What follows belongs to an exercise in optimizing a design on an open flow for small area; a production flow would make more cautious choices.
In this exercise RTL edits were held to simulation tests only and were not proved equivalent to the original.
No driver is modelled on the clock port, so clocking that relies on it looks cheaper here than on a real chip.
No activity file was given, so power comes from the tool's default toggle rates.

red:
## top
module top(reset, clk, ps2clk, ps2data, hsync, vsync, red, green, blue);
clock: 40.0 ns
lec_check: 0
cap_margin: 0
core_margin: 2
core_utilization: 70
gpl_timing_driven: 0
slew_margin: 0
standard.sh (not shown) runs the stock make flow with config.mk's settings and CLKGATE_MAP_FILE= SYNTH_SCRIPT=/design/flow/synth_recipe.tcl, a recipe that flattens the netlist after the stock synthesis.
==> flow/flow/run.sh <==
#!/bin/bash
# Own layout flow: the standard flow with
#  - area-oriented ABC scripts in synthesis, the smallest result kept
#    (flow/synth.tcl, flow/area*.abc),
#    with adders left to ABC (no ORFS adder or Kogge-Stone carry mapping),
#  - the smallest buffer on every port,
#  - clock tree synthesis without dummy loads, then clock buffers shrunk
#    where the clock pin slew allows (flow/resize_clk.tcl).
set -euo pipefail
W=$PWD
export AREA_ABC_SCRIPTS="$W/flow/area1.abc $W/flow/area2.abc $W/flow/area3.abc $W/flow/area4.abc"
export FLOW_SYNTH_TCL=$W/synth_recipe.tcl
export SYNTH_OPERATIONS_ARGS="-noshare"
export BUFFER_PORTS_ARGS="-buffer_cell sky130_fd_sc_hd__buf_1"
export CTS_ARGS="-sink_clustering_enable -repair_clock_nets -dont_use_dummy_load -buf_list sky130_fd_sc_hd__clkbuf_8 -sink_clustering_size 25 -sink_clustering_max_diameter 60"
bash standard.sh SYNTH_SCRIPT=$W/flow/synth.tcl ADDER_MAP_FILE= synth > $W/synth.log 2>&1
bash standard.sh SYNTH_SCRIPT=$W/flow/synth.tcl ADDER_MAP_FILE= cts > $W/cts.log 2>&1
export RESULTS=$W/orfs/results/$FLOW_PLATFORM/top/base
openroad -no_init -exit $W/flow/resize_clk.tcl > $W/resize_clk.log 2>&1
bash standard.sh SYNTH_SCRIPT=$W/flow/synth.tcl ADDER_MAP_FILE= finish > $W/layout.log 2>&1
==> flow/flow/resize_clk.tcl <==
# Shrink clock-tree buffers after CTS: each buffer CTS made (clkbuf_*) is
# given the smallest of clkbuf_2 / clkbuf_4 that keeps every flip-flop
# clock pin's estimated slew under 110 ps; otherwise it keeps its size.
# The buffers keep their places, so the placement stays legal.
set P $::env(FLOW_HOME)/platforms/$::env(FLOW_PLATFORM)
set R $::env(RESULTS)
read_lef $P/lef/sky130_fd_sc_hd.tlef
read_lef $P/lef/sky130_fd_sc_hd_merged.lef
read_liberty $P/lib/sky130_fd_sc_hd__tt_025C_1v80.lib
read_db $R/4_cts.odb
read_sdc $R/4_cts.sdc
source $P/setRC.tcl
estimate_parasitics -placement
proc maxslew {} {
  set mx 0
  foreach pin [get_pins */CLK] {
    set s [get_property $pin slew_max]
    if {$s > $mx} { set mx $s }
  }
  return $mx
}
puts "clock pin slew before: [maxslew]"
foreach inst [get_cells clkbuf_*] {
  set old [get_property $inst ref_name]
  foreach cand {sky130_fd_sc_hd__clkbuf_2 sky130_fd_sc_hd__clkbuf_4} {
    if {$cand eq $old} { break }
    replace_cell $inst $cand
    estimate_parasitics -placement
    set m [maxslew]
    if {$m < 0.110} {
      puts "[get_property $inst name]: $old -> $cand, clock pin slew $m"
      set old $cand
      break
    }
    replace_cell $inst $old
  }
}
estimate_parasitics -placement
puts "clock pin slew after: [maxslew]"
write_db $R/4_cts.odb
Other scripts of this flow, unchanged in this note and not shown: flow/flow/area1.abc, flow/flow/area2.abc, flow/flow/area3.abc, flow/flow/area4.abc, flow/flow/synth.tcl
red: all stages complete, timing, DRC and antenna checks passed
> inputs changed (red -> blue)
Settings: swapping 70 for 85 in CORE_UTILIZATION; swapping 0 for 20 in CAP_MARGIN; swapping 0 for 20 in SLEW_MARGIN; clearing GPL_TIMING_DRIVEN, which used to be 0.
==> results.txt <==
blue: setup slack higher than red
Changes observed in blue relative to red: combinational power picked up an extra 20%; non-clock buffer instance count of the final layout fell by 2.
Relative to red, initial core utilization has increased by 16 points in blue.
On total power, the lower figure sits with red, not blue.
Changes observed in blue relative to red: synthesized cell area ~0 delta, wire length of the first global-routing pass +about 40%.
For green, these inputs were changed with respect to blue:
Settings: SLEW_MARGIN changed from 20 to 0; CORE_UTILIZATION changed from 85 to 70; CAP_MARGIN changed from 20 to 0.
### Flow results
- green went all the way through the flow, and no timing, DRC or antenna check failed.
- The higher hold slack came out of blue.
- green vs blue — data arrival time at the worst-slack endpoint dropped 350 ps.
- Utilization in green is 17 points lower than in blue
Inputs modified between green and orange:
--- a/flow/flow/resize_clk.tcl
+++ b/flow/flow/resize_clk.tcl
@@ -1,5 +1,6 @@
-# Shrink clock-tree buffers after CTS: each buffer CTS made (clkbuf_*) is
-# given the smallest of clkbuf_2 / clkbuf_4 that keeps every flip-flop
-# clock pin's estimated slew under 110 ps; otherwise it keeps its size.
+# Shrink clock-tree buffers after CTS: each buffer CTS made (clkbuf_*),
+# leaf buffers first and the root last, is given the smallest of
+# clkbuf_1 / clkbuf_2 / clkbuf_4 that keeps every flip-flop clock pin's
+# estimated slew under 115 ps; otherwise it keeps its size.
 # The buffers keep their places, so the placement stays legal.
 set P $::env(FLOW_HOME)/platforms/$::env(FLOW_PLATFORM)
@@ -21,12 +22,16 @@
 }
 puts "clock pin slew before: [maxslew]"
-foreach inst [get_cells clkbuf_*] {
+set bufs [get_cells clkbuf_*]
+set order {}
+foreach inst $bufs { if {[get_property $inst name] ne "clkbuf_0_clk"} { lappend order $inst } }
+foreach inst $bufs { if {[get_property $inst name] eq "clkbuf_0_clk"} { lappend order $inst } }
+foreach inst $order {
   set old [get_property $inst ref_name]
-  foreach cand {sky130_fd_sc_hd__clkbuf_2 sky130_fd_sc_hd__clkbuf_4} {
+  foreach cand {sky130_fd_sc_hd__clkbuf_1 sky130_fd_sc_hd__clkbuf_2 sky130_fd_sc_hd__clkbuf_4} {
     if {$cand eq $old} { break }
     replace_cell $inst $cand
     estimate_parasitics -placement
     set m [maxslew]
-    if {$m < 0.110} {
+    if {$m < 0.115} {
       puts "[get_property $inst name]: $old -> $cand, clock pin slew $m"
       set old $cand
[summary]
Compared with green, orange shows average vias per placed instance that has gone down slightly. Cmp orange vs green: sequential power share higher in orange. green and orange ended up with nearly the same part of the total power dissipated in combinational logic. Summary — number of search-and-repair iterations in the first detailed-routing pass, orange relative to green: lower, by 1. Minimum hold slack delta (orange -> green): insignificant. The source-to-sink clock delay at the later pin of the worst-skew pair was comparable across green and orange. [orange] met1 wire length rose 25 um relative to green. Re setup fix buffers added after clock tree synthesis: no difference whatsoever between green and orange. The minimum clock period on green is in line with that on orange. In terms of maximum clock frequency, green and orange differ only marginally. Between orange and green, the setup slack of the critical path after layout does not differ in any meaningful way.

-- re-timing with driven ports --
No port has a modelled driver above. Below, the same layouts with a new extraction and two added sets of constraints.
Step 1 assumes that a clkbuf_16 drives the clock port and a buf_2 every other input.
Step 2, shift: input delay + t, output delay - t, t = (earliest + latest rising clock arrival at the registers) / 2. This alone moves slack from input paths to output paths.
Slacks: no drivers / after step 1 / after step 2; pairs: no drivers / after step 1.
run | t, ns | setup slack, ns | latest minus earliest clock arrival (ns) | worst slew at a driven data input, ns
red | 0.548 | 27.082 / 27.054 / 27.602 | 0.027 / 0.027 | 0.03
blue | 0.593 | 27.172 / 27.143 / 27.736 | 0.028 / 0.028 | 0.04
green | 0.502 | 27.518 / 27.491 / 27.992 | 0.035 / 0.035 | 0.03
orange | 0.493 | 27.521 / 27.493 / 27.987 | 0.034 / 0.033 | 0.03
After both steps setup and hold are still met in every run listed.
